Background: an optimization exercise with open tools, aiming at small area and a short achievable clock period. Do not read the settings as production practice. RTL that was checked went through simulation tests only; none was proved equivalent to the original. The flow treats the clock pin as an ideal source. Dropping or thinning the clock tree relies on that and would not hold on a real chip. No activity file was given, so power comes from the tool's default toggle rates.

## lane 2
==> flow/design.v <==
module synchronous_fifo #(
    parameter DEPTH = 10,
    parameter DATA_WIDTH = 32
) (
    input                           clk,
    input                           rst_n,
    input                           w_en,
    input                           r_en,
    input       [DATA_WIDTH-1:0]    data_in,
    output reg  [DATA_WIDTH-1:0]    data_out,
    output reg                      full,
    output reg                      empty
);
function [4:0] j_up;
    input [4:0] j;
    j_up = {j[3:0], ~j[4]};
endfunction
function [4:0] j_down;
    input [4:0] j;
    j_down = {~j[0], j[4:1]};
endfunction
function j_is;
    input [4:0] j;
    input integer k;
    case (k)
        0: j_is = ~j[4] & ~j[0];
        1: j_is =  j[0] & ~j[1];
        2: j_is =  j[1] & ~j[2];
        3: j_is =  j[2] & ~j[3];
        4: j_is =  j[3] & ~j[4];
        5: j_is =  j[4] &  j[0];
        6: j_is = ~j[0] &  j[1];
        7: j_is = ~j[1] &  j[2];
        8: j_is = ~j[2] &  j[3];
        default: j_is = ~j[3] & j[4];
    endcase
endfunction
reg [4:0] occ;
reg [DEPTH-1:0] w_sel, r_sel;
reg nfull_k;
wire wr  = w_en & ~full;
wire rd  = r_en & ~empty;
wire inc = wr & ~rd;
wire dec = rd & ~wr;
always @(posedge clk) begin
    if (!rst_n) begin
        w_sel   <= {{(DEPTH-1){1'b0}}, 1'b1};
        r_sel   <= {{(DEPTH-1){1'b0}}, 1'b1};
        occ     <= 5'd0;
        full    <= 1'b0;
        nfull_k <= 1'b1;
        empty   <= 1'b1;
    end else begin
        if (wr) w_sel <= {w_sel[DEPTH-2:0], w_sel[DEPTH-1]};
        if (rd) r_sel <= {r_sel[DEPTH-2:0], r_sel[DEPTH-1]};
        if (inc) begin
            occ     <= j_up(occ);
            full    <= j_is(occ, 9);
            nfull_k <= ~j_is(occ, 9);
            empty   <= 1'b0;
        end else if (dec) begin
            occ     <= j_down(occ);
            full    <= 1'b0;
            nfull_k <= 1'b1;
            empty   <= j_is(occ, 1);
        end
    end
end
genvar g;
wire [DATA_WIDTH-1:0] slot [0:DEPTH-1];
generate
    for (g = 0; g < DEPTH; g = g + 1) begin : row
        reg  [DATA_WIDTH-1:0] word;
        wire w_here = w_sel[g];
        wire load = w_en & ~full & w_here;
        wire keep = ~(w_en & nfull_k & w_here);
        always @(posedge clk)
            word <= (data_in & {DATA_WIDTH{load}}) | (word & {DATA_WIDTH{keep}});
        assign slot[g] = word;
    end
endgenerate
integer i;
reg [DATA_WIDTH-1:0] rdata;
always @(*) begin
    rdata = {DATA_WIDTH{1'b0}};
    for (i = 0; i < DEPTH; i = i + 1)
        rdata = rdata | ({DATA_WIDTH{r_sel[i]}} & slot[i]);
end
always @(posedge clk) begin
    if (!rst_n)
        data_out <= {DATA_WIDTH{1'b0}};
    else if (rd)
        data_out <= rdata;
end
endmodule
Settings: LEC_CHECK=0, CAP_MARGIN=20, CORE_MARGIN=2, CORE_UTILIZATION=55, SETUP_SLACK_MARGIN=1.5, SLEW_MARGIN=20; clock period 3.0 ns.
standard.sh (not shown) runs the stock make flow with config.mk's settings and CLKGATE_MAP_FILE= SYNTH_SCRIPT=/design/flow/synth_recipe.tcl, a recipe that flattens the netlist after the stock synthesis.
==> flow/flow/run.sh <==
#!/bin/bash
bash standard.sh BUFFER_PORTS_ARGS="-buffer_cell sky130_fd_sc_hd__buf_1" \
  CTS_ARGS="-sink_clustering_enable -repair_clock_nets -sink_clustering_size 30 -sink_clustering_max_diameter 100 -buf_list sky130_fd_sc_hd__clkbuf_16 -dont_use_dummy_load" \
  POST_CTS_TCL="$(pwd)/flow/post_cts.tcl" \
  > standard_run.log 2>&1
==> flow/flow/post_cts.tcl <==
source [file join [file dirname [info script]] unroot.tcl]
unroot_clock_tree
estimate_parasitics -placement
==> flow/flow/unroot.tcl <==
proc unroot_clock_tree {} {
  set block [ord::get_db_block]
  set clk_net [$block findNet clk]
  set root ""
  set nin 0
  foreach it [$clk_net getITerms] {
    if {[$it isInputSignal]} { set root [$it getInst]; incr nin }
  }
  if {$nin != 1} { puts "unroot: clock port feeds $nin pins, left as is"; return }
  set root_out ""
  foreach it [$root getITerms] {
    if {[$it isOutputSignal]} { set root_out [$it getNet] }
  }
  set loads {}
  foreach it [$root_out getITerms] {
    if {[$it isInputSignal]} {
      if {![string match "sky130_fd_sc_hd__clkbuf_*" [[[$it getInst] getMaster] getName]]} {
        puts "unroot: root buffer drives a non-buffer, left as is"; return
      }
      lappend loads $it
    }
  }
  if {[llength $loads] > 4} { puts "unroot: root drives [llength $loads] pins, left as is"; return }
  foreach it $loads {
    $it disconnect
    $it connect $clk_net
  }
  foreach it [$root getITerms] { if {[$it getNet] != "NULL"} { $it disconnect } }
  odb::dbInst_destroy $root
  odb::dbNet_destroy $root_out
  puts "unroot: clock port now feeds [llength $loads] clock buffers"
}
Every stage of the flow completed for lane 2, and the final layout passed the timing, DRC and antenna checks.
### lane 2 -> lane 4
--- a/flow/design.v
+++ b/flow/design.v
@@ -32,30 +32,29 @@
         6: j_is = ~j[0] &  j[1];
         7: j_is = ~j[1] &  j[2];
         8: j_is = ~j[2] &  j[3];
         default: j_is = ~j[3] & j[4];
     endcase
 endfunction
-reg [4:0] occ;
-reg [DEPTH-1:0] w_sel, r_sel;
+reg [4:0] w_ptr, r_ptr, occ;
 reg nfull_k;
 wire wr  = w_en & ~full;
 wire rd  = r_en & ~empty;
 wire inc = wr & ~rd;
 wire dec = rd & ~wr;
 always @(posedge clk) begin
     if (!rst_n) begin
-        w_sel   <= {{(DEPTH-1){1'b0}}, 1'b1};
-        r_sel   <= {{(DEPTH-1){1'b0}}, 1'b1};
+        w_ptr   <= 5'd0;
+        r_ptr   <= 5'd0;
         occ     <= 5'd0;
         full    <= 1'b0;
         nfull_k <= 1'b1;
         empty   <= 1'b1;
     end else begin
-        if (wr) w_sel <= {w_sel[DEPTH-2:0], w_sel[DEPTH-1]};
-        if (rd) r_sel <= {r_sel[DEPTH-2:0], r_sel[DEPTH-1]};
+        if (wr) w_ptr <= j_up(w_ptr);
+        if (rd) r_ptr <= j_up(r_ptr);
         if (inc) begin
             occ     <= j_up(occ);
             full    <= j_is(occ, 9);
             nfull_k <= ~j_is(occ, 9);
             empty   <= 1'b0;
         end else if (dec) begin
@@ -65,21 +64,23 @@
             empty   <= j_is(occ, 1);
         end
     end
 end
 genvar g;
 wire [DATA_WIDTH-1:0] slot [0:DEPTH-1];
+wire [DEPTH-1:0] r_sel;
 generate
     for (g = 0; g < DEPTH; g = g + 1) begin : row
         reg  [DATA_WIDTH-1:0] word;
-        wire w_here = w_sel[g];
+        wire w_here = j_is(w_ptr, g);
         wire load = w_en & ~full & w_here;
         wire keep = ~(w_en & nfull_k & w_here);
         always @(posedge clk)
             word <= (data_in & {DATA_WIDTH{load}}) | (word & {DATA_WIDTH{keep}});
         assign slot[g] = word;
+        assign r_sel[g] = j_is(r_ptr, g);
     end
 endgenerate
 integer i;
 reg [DATA_WIDTH-1:0] rdata;
 always @(*) begin
     rdata = {DATA_WIDTH{1'b0}};
## What came out
NOTE die outline width lane 2->lane 4 decreased slightly
Share of the clock period used by the worst path after layout in lane 4 vs lane 2: up 2.4 points
Lane 4 against lane 2: layout multi-input combinational cell count has increased, growth of design area from synthesis to finish picked up an extra 6.5 points, slew of the pin with the lowest slew margin now smaller, sequential share of layout area down 3.6 points.
The run showing the smaller detailed route wirelength on metal2 is lane 2.
Measured against each other, lane 4 and lane 2 differ in sequential share of power, the higher figure coming from lane 2.
Lane 4 reports a higher total global routing track utilization than lane 2 does.
met5 as the highest layer used for signal routing was reported by lane 4, and met4 by lane 2.
Lane 4 gives less portion of total power attributed to the clock network than lane 2 did.
In the reports for lane 4 and lane 2, the larger post-route met1 wirelength belongs to lane 4.
No functional check of the RTL was part of any run of this note.

* * *

before:
Another version of the RTL of synchronous_fifo (not shown whole).
For scale: about 1200 cells after synthesis, about 390 flip-flops, ~70 I/O pins.
==> module synchronous_fifo, before the edit <==
module synchronous_fifo #(
    parameter DEPTH = 10,
    parameter DATA_WIDTH = 32
) (
    input                           clk,
    input                           rst_n,
    input                           w_en,
    input                           r_en,
    input       [DATA_WIDTH-1:0]    data_in,
    output reg  [DATA_WIDTH-1:0]    data_out,
    output reg                      full,
    output reg                      empty
);
function [4:0] j_up;
    input [4:0] j;
    j_up = {j[3:0], ~j[4]};
endfunction
function [4:0] j_down;
    input [4:0] j;
    j_down = {~j[0], j[4:1]};
endfunction
function j_is;
    input [4:0] j;
    input integer k;
    case (k)
        0: j_is = ~j[4] & ~j[0];
        1: j_is =  j[0] & ~j[1];
        2: j_is =  j[1] & ~j[2];
        3: j_is =  j[2] & ~j[3];
        4: j_is =  j[3] & ~j[4];
        5: j_is =  j[4] &  j[0];
        6: j_is = ~j[0] &  j[1];
        7: j_is = ~j[1] &  j[2];
        8: j_is = ~j[2] &  j[3];
        default: j_is = ~j[3] & j[4];
    endcase
endfunction
reg [4:0] occ;
reg [DEPTH-1:0] r_sel;
reg [DEPTH-1:0] w_ok, w_nok;
wire wr  = w_en & ~full;
wire rd  = r_en & ~empty;
wire inc = wr & ~rd;
wire dec = rd & ~wr;
wire [DEPTH-1:0] w_rot = {w_ok[DEPTH-2:0], w_ok[DEPTH-1]};
wire             w_last = j_is(occ, 9) & ~rd;
wire [DEPTH-1:0] w_ok_next  = full ? ({DEPTH{r_en}} & r_sel)
                            : w_en ? (w_rot & {DEPTH{~w_last}})
                            : w_ok;
wire [DEPTH-1:0] w_nok_next = full ? ~({DEPTH{r_en}} & r_sel)
                            : w_en ? ~(w_rot & {DEPTH{~w_last}})
                            : w_nok;
always @(posedge clk) begin
    if (!rst_n) begin
        w_ok  <= {{(DEPTH-1){1'b0}}, 1'b1};
        w_nok <= {{(DEPTH-1){1'b1}}, 1'b0};
        r_sel <= {{(DEPTH-1){1'b0}}, 1'b1};
        occ   <= 5'd0;
        full  <= 1'b0;
        empty <= 1'b1;
    end else begin
        w_ok  <= w_ok_next;
        w_nok <= w_nok_next;
        full  <= full  ? ~r_en : (w_en & w_last);
        empty <= empty ? ~w_en : (r_en & j_is(occ, 1) & ~wr);
        if (rd) r_sel <= {r_sel[DEPTH-2:0], r_sel[DEPTH-1]};
        if (inc)      occ <= j_up(occ);
        else if (dec) occ <= j_down(occ);
    end
end
genvar g;
wire [DATA_WIDTH-1:0] slot [0:DEPTH-1];
generate
    for (g = 0; g < DEPTH; g = g + 1) begin : row
        reg  [DATA_WIDTH-1:0] word;
        always @(posedge clk)
            word <= (data_in & {DATA_WIDTH{w_ok[g]}}) | (word & {DATA_WIDTH{w_nok[g]}});
        assign slot[g] = word;
    end
endgenerate
integer i;
reg [DATA_WIDTH-1:0] rdata;
always @(*) begin
    rdata = {DATA_WIDTH{1'b0}};
    for (i = 0; i < DEPTH; i = i + 1)
        rdata = rdata | ({DATA_WIDTH{r_sel[i]}} & slot[i]);
end
always @(posedge clk) begin
    if (!rst_n)
        data_out <= {DATA_WIDTH{1'b0}};
    else if (rd)
        data_out <= rdata;
end
endmodule
clock: 3.0 ns
lec_check: 0
cap_margin: 20
core_margin: 2
core_utilization: 55
setup_slack_margin: 1.6
slew_margin: 20
==> flow/flow/run.sh <==
#!/bin/bash
# The standard layout, with buf_1 cells as port buffers and the clock
# tree rebuilt after CTS as two balanced levels of clkbuf_16 (see
# post_cts.tcl); ORFS's own logs stay in orfs/logs.
bash standard.sh BUFFER_PORTS_ARGS="-buffer_cell sky130_fd_sc_hd__buf_1" \
  CTS_ARGS="-sink_clustering_enable -repair_clock_nets -sink_clustering_size 20 -sink_clustering_max_diameter 70 -buf_list sky130_fd_sc_hd__clkbuf_16 -dont_use_dummy_load" \
  POST_CTS_TCL="$(pwd)/flow/post_cts.tcl" \
  > standard_run.log 2>&1
Other scripts of this flow, unchanged in this note and not shown: flow/flow/clock_tree.tcl, flow/flow/post_cts.tcl
The flow did not stop early for before: all stages ran, and the layout cleared the timing, DRC and antenna checks.
For after, these inputs were changed with respect to before:
-- flow/design.v --
<<< before, line 39
reg [DEPTH-1:0] r_sel;
reg [DEPTH-1:0] w_ok, w_nok;
wire wr  = w_en & ~full;
wire rd  = r_en & ~empty;
wire inc = wr & ~rd;
wire dec = rd & ~wr;
wire [DEPTH-1:0] w_rot = {w_ok[DEPTH-2:0], w_ok[DEPTH-1]};
wire             w_last = j_is(occ, 9) & ~rd;
wire [DEPTH-1:0] w_ok_next  = full ? ({DEPTH{r_en}} & r_sel)
                            : w_en ? (w_rot & {DEPTH{~w_last}})
                            : w_ok;
wire [DEPTH-1:0] w_nok_next = full ? ~({DEPTH{r_en}} & r_sel)
                            : w_en ? ~(w_rot & {DEPTH{~w_last}})
                            : w_nok;
>>> after, line 39
reg [DEPTH-1:0] r_sel;
reg [DEPTH-1:0] w_ok, w_nok;
reg nfull, nempty;
wire wr  = w_en & nfull;
wire rd  = r_en & nempty;
wire inc = wr & ~rd;
wire dec = rd & ~wr;
wire [DEPTH-1:0] w_rot = {w_ok[DEPTH-2:0], w_ok[DEPTH-1]};
wire             w_last = j_is(occ, 9) & ~rd;
wire [DEPTH-1:0] w_ok_next  = ~nfull ? ({DEPTH{r_en}} & r_sel)
                            : w_en ? (w_rot & {DEPTH{~w_last}})
                            : w_ok;
wire [DEPTH-1:0] w_nok_next = ~nfull ? ~({DEPTH{r_en}} & r_sel)
                            : w_en ? ~(w_rot & {DEPTH{~w_last}})
                            : w_nok;
<<< before, line 59
        full  <= 1'b0;
        empty <= 1'b1;
    end else begin
        w_ok  <= w_ok_next;
        w_nok <= w_nok_next;
        full  <= full  ? ~r_en : (w_en & w_last);
        empty <= empty ? ~w_en : (r_en & j_is(occ, 1) & ~wr);
        if (rd) r_sel <= {r_sel[DEPTH-2:0], r_sel[DEPTH-1]};
        if (inc)      occ <= j_up(occ);
>>> after, line 60
        full  <= 1'b0;
        empty <= 1'b1;
        nfull  <= 1'b1;
        nempty <= 1'b0;
    end else begin
        w_ok  <= w_ok_next;
        w_nok <= w_nok_next;
        full   <= ~nfull  ? ~r_en : (w_en & w_last);
        nfull  <= ~nfull  ? r_en : ~(w_en & w_last);
        empty  <= ~nempty ? ~w_en : (r_en & j_is(occ, 1) & ~wr);
        nempty <= ~nempty ? w_en : ~(r_en & j_is(occ, 1) & ~wr);
        if (rd) r_sel <= {r_sel[DEPTH-2:0], r_sel[DEPTH-1]};
        if (inc)      occ <= j_up(occ);
No stage failed in after, and the final checks on the layout all came back clean.
Summary of after over before: setup slack increased 190 ps, number of standard-cell rows in the floorplan higher.
Comparing sequential power for before and after, the smaller number came from after.
Sort before and after by met2 global-route usage, ascending, and after comes first.
Re critical path's largest stage delay: before and after aren't equal, and the higher value belongs to after.
There was hardly any difference in die area between before and after.
Looking at actual transition at the worst max-transition pin across before and after, the one that comes out lower is before.
after against before: part of the power in combinational logic now sits lower, initial DRC count now sits lower, shortest period the worst path allows now sits lower.
No functional check of the RTL was part of before. No run of this note takes its clock network from TritonCTS; it comes from the design's own scripts or RTL.

afterwards: timing with drivers on the ports:
In the flow no input, the clock included, has a driving cell. The finished layouts below were timed again as built, in two steps. Step 1 assumes that a clkbuf_16 drives the clock port and a buf_2 every other input. Step 2 also shifts input and output timing later by t, the mid clock arrival at the registers, as if the neighbouring blocks saw the same clock. a / b / c = ideal ports / drivers / drivers and shift; a / b = the first two.
| run | shift t [ns] | slack for setup (ns) | clock arrival spread, ns | worst register clock-pin slew, ns | pins driven straight from the clock port |
|---|---|---|---|---|---|
| lane 2 | 0.442 | 1.452 / 1.450 / 1.052 | 0.043 / 0.043 | 0.12 / 0.12 | 2 |
| lane 4 | 0.438 | 1.381 / 1.337 / 1.069 | 0.050 / 0.050 | 0.12 / 0.12 | 2 |
| before | 0.423 | 1.389 / 1.369 / 1.079 | 0.024 / 0.024 | 0.10 / 0.10 | 4 |
| after | 0.431 | 1.583 / 1.474 / 1.237 | 0.014 / 0.014 | 0.10 / 0.10 | 4 |
After both steps setup and hold are still met in every run listed. For lane 2, which loses most, drivers alone change the setup slack by -0.002 ns; drivers and shift together by -0.400 ns.
